Background: an optimization exercise with open tools, aiming at small area, a short achievable clock period and few clock cycles per item. Do not read the settings as production practice. The RTL was checked by simulation tests, not by an equivalence proof against the original design. Power figures rest on the tool's default switching activity, not on a simulated workload.

## learnCosts
module learnCosts(clock, nrst, en, fsourceID, fbatteryStat, fValue, fclusterID, initial_epsilon, address, wr_en, data_in, data_out, done);
	input clock, nrst, en;
	input [15:0] fsourceID, fbatteryStat, fValue, fclusterID, data_in, initial_epsilon;
	output done, wr_en;
	output [10:0] address;
	output [15:0] data_out;
	localparam S_IDLE = 4'd0,  S_DONE = 4'd1,  S_SRCH = 4'd2,  S_CHK = 4'd3,
	           S_QRD  = 4'd4,  S_KSC  = 4'd5,  S_SRD  = 4'd6,
	           S_CNT  = 4'd8,  S_SWR  = 4'd9,  S_BAT  = 4'd10, S_EPS = 4'd11,
	           S_IDW  = 4'd12, S_QVW  = 4'd13, S_CLW  = 4'd14, S_NCW = 4'd15;
	reg [3:0]  st;
	reg [10:0] addr;
	reg [15:0] dout;
	reg        done_r;
	reg [6:0]  u;        
	reg [6:0]  r;        
	reg        hj;       
	reg        reinit;
	wire srch = st == S_SRCH;
	wire c1 = data_in[15:8] == fsourceID[7:0];
	wire c2 = data_in[7:0]  == fsourceID[15:8];
	wire c3 = data_in[15:8] == fsourceID[15:8];
	wire [6:0] us = addr[7:1];
	wire [5:0] uh1 = us[6:1] + 6'd1;
	wire [6:0] u1 = us[0] ? {uh1, 1'b0} : {us[6:1], 1'b1};
	wire [6:0] u2 = {uh1, us[0]};
	wire last0 = us == r;
  ...
Size in the first run: roughly 710 cells after synthesis, roughly 48 flip-flops, roughly 130 I/O pins, ~4400 sq um of cells after synthesis.
Settings: LEC_CHECK=0, ABC_AREA=1, CAP_MARGIN=20, CORE_MARGIN=2, CORE_UTILIZATION=40, CTS_BUF_LIST=sky130_fd_sc_hd__clkbuf_8, PLACE_DENSITY=0.6, SLEW_MARGIN=20; clock period 10.0 ns.
standard.sh (not shown) runs the stock make flow with config.mk's settings and CLKGATE_MAP_FILE= SYNTH_SCRIPT=/design/flow/synth_recipe.tcl, a recipe that flattens the netlist after the stock synthesis.
==> flow/flow/run.sh <==
#!/bin/bash
# The standard layout (standard.sh: standard synthesis, floorplan, place, CTS, route),
# with two changes to how it is made:
#  - the port buffers are plain buf_1 cells instead of the default delay cells;
#  - repair_timing aims for 6.5 ns of setup slack, so that it shortens the paths
#    that the 10 ns clock alone would leave slow.
# Clock, constraints, power grid and tap cells are the standard flow's.
set -euo pipefail
export BUFFER_PORTS_ARGS="-buffer_cell sky130_fd_sc_hd__buf_1"
export SETUP_SLACK_MARGIN=6.5
bash standard.sh > standard.log 2>&1
Testbench counts at the start, summed over its fixed seeds: cycles 32,982, items 1,600.
Change:
--- a/flow/flow/run.sh
+++ b/flow/flow/run.sh
@@ -5 +5 @@
-#  - repair_timing aims for 6.5 ns of setup slack, so that it shortens the paths
+#  - repair_timing aims for 6.8 ns of setup slack, so that it shortens the paths
@@ -10 +10 @@
-export SETUP_SLACK_MARGIN=6.5
+export SETUP_SLACK_MARGIN=6.8
CORE_UTILIZATION = 55   (was 40)
PLACE_DENSITY = 0.7   (was 0.6)
Worst setup slack gets better by 0.15 ns.
Global-route usage rose by 7.5 points.
Via count grows by 4.2%.
Synthesized area is unchanged.
Register-to-register slack is worse by 0.07 ns.
Change:
==> flow/run.sh (new file) <==
#!/bin/bash
# synth_recipe.tcl (not shown) runs the flow's synth.tcl, then flattens the netlist and writes it again
# the make line also repeats each setting of config.mk as NAME=value (left out here)
make -C /OpenROAD-flow-scripts/flow DESIGN_CONFIG=/design/flow/config.mk WORK_HOME=/design/flow/orfs CLKGATE_MAP_FILE= SYNTH_SCRIPT=/design/flow/synth_recipe.tcl finish
CORE_UTILIZATION = 40   (was 55)
PLACE_DENSITY = 0.6   (was 0.7)
SETUP_SLACK_MARGIN = 5   (was unset)
removed: flow/flow/run.sh
removed: flow/standard.sh
Outcome: Total power decreases by 1.6%. Synthesized cell count does not change. Global-route usage went down by 6.0 points. Combinational power came out higher by 15%. Count of clock-buffer cells in the layout climbs by 1. Maximum frequency fell by 20%. Non-clock buffer count goes down by 6. Wire length climbs by 9.6%. Final area came out higher by 12%. Worst setup slack gets worse by 0.81 ns. Clock skew increases by 0.013 ns.
Change:
==> flow/flow/run.sh (new file) <==
#!/bin/bash
# The standard layout (standard.sh: standard synthesis, floorplan, place, CTS, route),
# with two changes to how it is made:
#  - the port buffers are plain buf_1 cells instead of the default delay cells;
#  - repair_timing aims for 6.8 ns of setup slack, so that it shortens the paths
#    that the 10 ns clock alone would leave slow.
# Clock, constraints, power grid and tap cells are the standard flow's.
set -euo pipefail
export BUFFER_PORTS_ARGS="-buffer_cell sky130_fd_sc_hd__buf_1"
export SETUP_SLACK_MARGIN=6.8
bash standard.sh > standard.log 2>&1
==> flow/standard.sh (new file) <==
#!/bin/bash
# synth_recipe.tcl (not shown) runs the flow's synth.tcl, then flattens the netlist and writes it again
# the make line also repeats each setting of config.mk as NAME=value (left out here)
make -C /OpenROAD-flow-scripts/flow DESIGN_CONFIG=/design/flow/config.mk WORK_HOME=/design/flow/orfs CLKGATE_MAP_FILE= SYNTH_SCRIPT=/design/flow/synth_recipe.tcl "${@:-finish}"
SETUP_SLACK_MARGIN = unset   (was 5)
removed: flow/run.sh
What happened: The new run completed without violations. Final area decreases by 11%. Sequential cell count does not change. Utilization decreases by 6.0 points.

## port drivers added, routing unchanged
Ports are ideal in the flow. The routed layouts listed here were re-timed in OpenROAD.
Step 1: set_driving_cell puts a clkbuf_16 on clock and a buf_2 on each other input, an assumption about the parent block.
Step 2 times the ports against the registers' clock, not the clock port: input delays grow and output delays shrink by t, the midpoint of the rising clock arrivals with the driver on.
a / b / c = ideal / step 1 / step 2; a / b = the first two.
run	t (ns)	slack for setup (ns)	hold WS [ns]	worst register clock-pin slew, ns
the first run	0.359	6.680 / 6.682 / 6.335	0.473 / 0.473 / 0.473	0.11 / 0.11
the second run	0.338	6.826 / 6.796 / 6.547	0.486 / 0.486 / 0.486	0.10 / 0.10
the third run	0.357	6.017 / 6.013 / 5.656	0.488 / 0.488 / 0.488	0.11 / 0.11
the fourth run	0.363	6.841 / 6.833 / 6.484	0.471 / 0.471 / 0.471	0.12 / 0.12
After both steps setup and hold are still met in every run listed. For the third run, which loses most, drivers alone change the setup slack by -0.004 ns; drivers and shift together by -0.361 ns.
